Background: an optimization exercise with open tools, aiming at small area, a short achievable clock period and few clock cycles. Do not read the settings as production practice.

Setup of main:
// geofence
module geofence (clk, reset, X, Y, valid, is_inside);
input clk;
input reset;
input [9:0] X;
input [9:0] Y;
output reg valid;
output reg is_inside;
reg [3:0] ph;
reg [9:0] rx, ry;                  
reg vxs, vys;                      
reg [9:0] vxm, vym;                
reg axs, ays, bxs, bys;            
reg [9:0] axm, aym, bxm, bym;
reg deg;                           
reg ins;                           
wire [10:0] dx = {1'b0, X} - {1'b0, rx};
wire [10:0] dy = {1'b0, Y} - {1'b0, ry};
wire [9:0] dxm = (dx[9:0] ^ {10{dx[10]}}) + {9'd0, dx[10]};
wire [9:0] dym = (dy[9:0] ^ {10{dy[10]}}) + {9'd0, dy[10]};
wire vxz = ~|vxm;
wire vyz = ~|vym;
wire vz = vxz & vyz;               
wire a1 = axs ^ vys, a2 = ays ^ vxs;
wire b1 = bxs ^ vys, b2 = bys ^ vxs;
wire az = (~|axm | vyz) & (~|aym | vxz);
wire bz = (~|bxm | vyz) & (~|bym | vxz);
wire ca = ~a1;
wire ua_1 = ~(axm[0] & vym[0]);
wire ua_2 = ~(aym[0] & vxm[0]);
wire ua_3 = ~(axm[0] & vym[1]);
wire ua_4 = ~(aym[0] & vxm[1]);
wire ua_5 = ~(axm[0] & vym[2]);
wire ua_6 = ~(aym[0] & vxm[2]);
wire ua_7 = ~(axm[0] & vym[3]);
wire ua_8 = ~(aym[0] & vxm[3]);
wire ua_9 = ~(axm[0] & vym[4]);
wire ua_10 = ~(aym[0] & vxm[4]);
wire ua_11 = ~(axm[0] & vym[5]);
wire ua_12 = ~(aym[0] & vxm[5]);
wire ua_13 = ~(axm[0] & vym[6]);
wire ua_14 = ~(aym[0] & vxm[6]);
wire ua_15 = ~(axm[0] & vym[7]);
wire ua_16 = ~(aym[0] & vxm[7]);
wire ua_17 = ~(axm[0] & vym[8]);
wire ua_18 = ~(aym[0] & vxm[8]);
wire ua_19 = ~(axm[0] & vym[9]);
wire ua_20 = ~(aym[0] & vxm[9]);
wire ua_21 = ~(axm[1] & vym[0]);
wire ua_22 = ~(aym[1] & vxm[0]);
wire ua_23 = ~(axm[1] & vym[1]);
wire ua_24 = ~(aym[1] & vxm[1]);
wire ua_25 = ~(axm[1] & vym[2]);
wire ua_26 = ~(aym[1] & vxm[2]);
wire ua_27 = ~(axm[1] & vym[3]);
wire ua_28 = ~(aym[1] & vxm[3]);
wire ua_29 = ~(axm[1] & vym[4]);
wire ua_30 = ~(aym[1] & vxm[4]);
  ...
==> flow/config.mk <==
export PLATFORM = sky130hd
export DESIGN_NAME = geofence
export DESIGN_NICKNAME = geofence
export VERILOG_FILES = /design/flow/design.v
export SDC_FILE = /design/flow/constraint.sdc
export NUM_CORES = 4
export LEC_CHECK = 0
export CAP_MARGIN = 20
export CORE_MARGIN = 2
export CORE_UTILIZATION = 60
export SETUP_SLACK_MARGIN = 5
export SLEW_MARGIN = 20
export SYNTH_HIERARCHICAL = 1
export SYNTH_MINIMUM_KEEP_SIZE = 0
export TNS_END_PERCENT = 0
==> flow/constraint.sdc <==
create_clock -name core_clock -period 10.0 [get_ports {clk}]
set_input_delay 2.0000 -clock core_clock [delete_from_list [all_inputs] [get_ports {clk}]]
set_output_delay 2.0000 -clock core_clock [all_outputs]
set_load 0.01 [all_outputs]
run.sh (not shown) runs the stock make flow with config.mk's settings and CLKGATE_MAP_FILE= SYNTH_SCRIPT=/design/flow/synth_recipe.tcl, a recipe that flattens the netlist after the stock synthesis.
Relative to main, the following input files were edited for the feature branch:
--- a/flow/design.v
+++ b/flow/design.v
@@ -1445,34 +1445,21 @@
 wire ub_x = 1'b1 ^ 1'b0;
 wire a_le0 = (a1 == a2) ? ua_x ^ a1 : a1 | az;
 wire a_le1 = (a1 == a2) ? ~(ua_x ^ a1) : a1 | az;
 wire b_ge0 = (b1 == b2) ? ~(ub_x ^ b1) : ~b1 | bz;
 wire b_ge1 = (b1 == b2) ? ub_x ^ b1 : ~b1 | bz;
 wire a_le, b_ge;
 geofence_mux ma (.s(ua_g), .a(a_le0), .b(a_le1), .y(a_le));  
 geofence_mux mb (.s(ub_g), .a(b_ge0), .b(b_ge1), .y(b_ge));  
-wire [21:0] v_q = {vxs, vys, vxm, vym};
-wire [21:0] a_q = {axs, ays, axm, aym};
-wire [21:0] b_q = {bxs, bys, bxm, bym};
 wire opp = (axs ^ vxs) | (ays ^ vys);
 wire hit = vz | (a_le & b_ge & (~deg | opp));
 wire new_a = a_le & ~b_ge;
 wire new_b = ~a_le & b_ge;
 wire first = (ph == 4'd2);
-wire ld_a = first | new_a;
-wire ld_b = first | new_b;
-wire [21:0] a_nx, b_nx;
-genvar gi;
-generate
-    for (gi = 0; gi < 22; gi = gi + 1) begin : ldm
-        geofence_mux mxa (.s(ld_a), .a(a_q[gi]), .b(v_q[gi]), .y(a_nx[gi]));
-        geofence_mux mxb (.s(ld_b), .a(b_q[gi]), .b(v_q[gi]), .y(b_nx[gi]));
-    end
-endgenerate
 wire ins_nx = first ? vz : (ins | hit);
 always @(posedge clk or posedge reset) begin
     if (reset) begin
         ph <= 4'd0;
         valid <= 1'b0;
     end else begin
         valid <= (ph == 4'd7);
         ph <= (ph == 4'd8) ? 4'd0 : ph + 4'd1;
@@ -1482,18 +1469,22 @@
     if (ph == 4'd0) begin
         rx <= X;
         ry <= Y;
     end
     vxs <= dx[10];
     vys <= dy[10];
     vxm <= dxm;
     vym <= dym;
-    {axs, ays, axm, aym} <= a_nx;
-    {bxs, bys, bxm, bym} <= b_nx;
+    if (first | new_a) begin
+        axs <= vxs; ays <= vys; axm <= vxm; aym <= vym;
+    end
+    if (first | new_b) begin
+        bxs <= vxs; bys <= vys; bxm <= vxm; bym <= vym;
+    end
     deg <= first | (deg & ~new_a & ~new_b);
     ins <= ins_nx;
     if (ph == 4'd7)
         is_inside <= ins_nx;
 end
 endmodule
 module geofence_aoi (gh, ph, gl, y);
 input gh, ph, gl;
[summary]
[the feature branch vs main] total routed wire length on the met1 layer: lower in the feature branch
Utilization main -> the feature branch: up
Against main, the feature branch comes in 1.4% higher on post-synthesis average cell area.
Of main and the feature branch, the higher time the final worst path needs with I/O delays and setup belongs to main.
bxm[9] as the end point of the critical path was reported by the feature branch, and aym[1] by main.
Cmp the feature branch vs main: count of cells along the worst register-to-register path lower in the feature branch
Against main, the feature branch reports a die area that is lower.
No functional check of the RTL was part of any run of this note.

## static timing again, ports no longer ideal
Ports are ideal in the flow. The routed layouts listed here were re-timed in OpenROAD.
Step 1 assumes that a clkbuf_16 drives the clock port and a buf_2 every other input.
Step 2 moves the port delays by t, midway between the first and last clock arrival at a register: inputs arrive t later, outputs are due t later. That takes back most of the time a late clock gives input paths.
Three values: no drivers, after step 1, after step 2; two values: the first two.
run	shift t [ns]	setup WS [ns]	hold slack, ns	clock arrival spread, ns	worst register clock-pin slew, ns
main	0.411	4.301 / 4.301 / 4.224	0.464 / 0.464 / 0.464	0.015 / 0.015	0.08 / 0.08
the feature branch	0.405	4.369 / 4.369 / 4.315	0.479 / 0.479 / 0.479	0.012 / 0.012	0.08 / 0.08
After both steps setup and hold are still met in every run listed. For main, which loses most, drivers alone change the setup slack by 0.000 ns; drivers and shift together by -0.077 ns.
